What follows belongs to an exercise in optimizing a design on an open flow for small area and a short achievable clock period; a production flow would make more cautious choices. Power figures rest on the tool's default switching activity, not on a simulated workload.

==> 08-15: inputs <==
Design ArithmaticUnit, start of the top module:
module ArithmaticUnit(
		input wire clock_i, isWb_i, enable_i,
		input wire [4:0] wbAddress_i,
		input wire [6:0] opCode_i,
		input wire [15:0] pOperand_i, sOperand_i,
		output reg wbEnable_o,
		output reg [4:0] wbAddress_o,
		output reg [15:0] wbData_o,
		output reg [1:0] statusWriteback_o  
    );
	wire [15:0] P = pOperand_i;
	wire [15:0] S = sOperand_i;
	wire mul = opCode_i[1] & opCode_i[0];
	wire sub = opCode_i[1] & ~opCode_i[0];
	wire as  = opCode_i[1] ^ opCode_i[0];
	wire [7:0] one, two, neg;
	assign one[0] = (mul & P[0]) | as;
	assign two[0] = mul & P[1] & ~P[0];
	assign neg[0] = (mul & P[1]) | sub;
	genvar k;
	generate for (k = 1; k < 8; k = k + 1) begin : enc
		assign one[k] = mul & (P[2*k] ^ P[2*k-1]);
		assign two[k] = mul & ((P[2*k+1] & ~P[2*k] & ~P[2*k-1]) | (~P[2*k+1] & P[2*k] & P[2*k-1]));
		assign neg[k] = mul & P[2*k+1];
	end endgenerate
	wire pp0_0_n; pa_nand2 u_pp0_0_n (.a(one[0]), .b(S[0]), .y(pp0_0_n));
	wire pp0_0; pa_xnor2 u_pp0_0 (.a(pp0_0_n), .b(neg[0]), .y(pp0_0));
	wire pp0_1_n; pa_aoi22 u_pp0_1_n (.a(one[0]), .b(S[1]), .c(two[0]), .d(S[0]), .y(pp0_1_n));
	wire pp0_1; pa_xnor2 u_pp0_1 (.a(pp0_1_n), .b(neg[0]), .y(pp0_1));
	wire pp0_2_n; pa_aoi22 u_pp0_2_n (.a(one[0]), .b(S[2]), .c(two[0]), .d(S[1]), .y(pp0_2_n));
	wire pp0_2; pa_xnor2 u_pp0_2 (.a(pp0_2_n), .b(neg[0]), .y(pp0_2));
	wire pp0_3_n; pa_aoi22 u_pp0_3_n (.a(one[0]), .b(S[3]), .c(two[0]), .d(S[2]), .y(pp0_3_n));
	wire pp0_3; pa_xnor2 u_pp0_3 (.a(pp0_3_n), .b(neg[0]), .y(pp0_3));
	wire pp0_4_n; pa_aoi22 u_pp0_4_n (.a(one[0]), .b(S[4]), .c(two[0]), .d(S[3]), .y(pp0_4_n));
	wire pp0_4; pa_xnor2 u_pp0_4 (.a(pp0_4_n), .b(neg[0]), .y(pp0_4));
	wire pp0_5_n; pa_aoi22 u_pp0_5_n (.a(one[0]), .b(S[5]), .c(two[0]), .d(S[4]), .y(pp0_5_n));
	wire pp0_5; pa_xnor2 u_pp0_5 (.a(pp0_5_n), .b(neg[0]), .y(pp0_5));
	wire pp0_6_n; pa_aoi22 u_pp0_6_n (.a(one[0]), .b(S[6]), .c(two[0]), .d(S[5]), .y(pp0_6_n));
	wire pp0_6; pa_xnor2 u_pp0_6 (.a(pp0_6_n), .b(neg[0]), .y(pp0_6));
	wire pp0_7_n; pa_aoi22 u_pp0_7_n (.a(one[0]), .b(S[7]), .c(two[0]), .d(S[6]), .y(pp0_7_n));
	wire pp0_7; pa_xnor2 u_pp0_7 (.a(pp0_7_n), .b(neg[0]), .y(pp0_7));
	wire pp0_8_n; pa_aoi22 u_pp0_8_n (.a(one[0]), .b(S[8]), .c(two[0]), .d(S[7]), .y(pp0_8_n));
	wire pp0_8; pa_xnor2 u_pp0_8 (.a(pp0_8_n), .b(neg[0]), .y(pp0_8));
  ...
export LEC_CHECK = 0
export CAP_MARGIN = 20
export CORE_MARGIN = 2
export CORE_UTILIZATION = 60
export SETUP_SLACK_MARGIN = 3.0
export SLEW_MARGIN = 20
export SYNTH_HIERARCHICAL = 1
export SYNTH_MINIMUM_KEEP_SIZE = 0
create_clock -name core_clock -period 8.0 [get_ports {clock_i}]
standard.sh (not shown) runs the stock make flow with config.mk's settings and CLKGATE_MAP_FILE= SYNTH_SCRIPT=/design/flow/synth_recipe.tcl, a recipe that flattens the netlist after the stock synthesis.
==> flow/flow/run.sh <==
#!/bin/bash
# Standard ORFS layout, with smaller port buffers and free cell resizing.
set -euo pipefail
bash standard.sh MATCH_CELL_FOOTPRINT=0 ABC_LOAD_IN_FF=1 "BUFFER_PORTS_ARGS=-buffer_cell sky130_fd_sc_hd__buf_1" finish > make_finish.log 2>&1
==> 02-08: changes against 08-15 <==
Settings changed: SETUP_SLACK_MARGIN 3.0 to 2.5.
==> 07-27: changes against 08-15 <==
Settings changed: SETUP_SLACK_MARGIN 3.0 to 2.0.
==> notes.md <==
Outcome
The flow ran to the end and the layout has no timing, DRC or antenna violations.

Place
The instance area at placement is 4870 sq um.

Timing
The worst hold slack after final layout is 1.49 ns. The transition time at the pin with the least slew margin is 0.808 ns.

Layout
The plain and repair buffers instantiated in the layout total 72.

Global route
The largest net degree at the start of global routing is 24.
[end of results for 07-27]
==> notes.md <==
Place
The instance area at placement is 4860 sq um.

Layout
The plain and repair buffers instantiated in the layout total 96.

Global route
The largest net degree at the start of global routing is 24.

Outcome
The flow ran to the end and the layout has no timing, DRC or antenna violations.

Timing
The worst hold slack after final layout is 1.48 ns. At the pin with the least slew margin, the transition time is 0.856 ns.
[end of results for 02-08]
==> notes.md <==
Power
The power of the sequential group is 0.195 mW.

Worst setup path
The category of the most critical setup path is input port to flip-flop. On the critical path, the stage with the largest delay is an instance of xor2_1.

Outcome
The run finished with no timing, DRC or antenna violations.

Place
The instance area at placement is 4940 sq um.

Synthesis
Of the post-synthesis cell area, the part taken by muxes is 0%.

Layout
Counting plain and timing-repair buffers in the layout gives 146.

Timing
On the final layout, the worst hold slack is 1.47 ns. The transition time at the pin with the least slew margin is 1.10 ns.

Global route
The remaining global-route overflow is 0.
[end of results for 08-15]
No functional check of the RTL was part of any run of this note.

==> what the ideal ports hide <==
Ports are ideal in the flow. The routed layouts listed here were re-timed in OpenROAD.
Step 1 (the two cells are an assumption about what drives the block):
set clk [get_ports {clock_i}]
set_driving_cell -lib_cell sky130_fd_sc_hd__clkbuf_16 $clk
set_driving_cell -lib_cell sky130_fd_sc_hd__buf_2 [delete_from_list [all_inputs] $clk]
Step 2 times the ports against the registers' clock, not the clock port: input delays grow and output delays shrink by t, the midpoint of the rising clock arrivals with the driver on.
Slacks: ideal / step 1 / step 2; pairs: ideal / step 1.
run	t, ns	setup WS [ns]	worst hold slack (ns)	worst data-port slew with drivers (ns)	cell pins on the clock port's net
08-15	0.312	2.715 / 2.708 / 2.396	1.473 / 1.467 / 1.779	0.05	1
02-08	0.303	2.529 / 2.538 / 2.235	1.477 / 1.471 / 1.774	0.04	1
07-27	0.301	2.252 / 2.257 / 1.956	1.487 / 1.484 / 1.785	0.04	1
After both steps every run listed still meets setup and hold. The setup slack of 08-15, which loses most, moves by -0.007 ns with the drivers and by -0.319 ns with both steps.
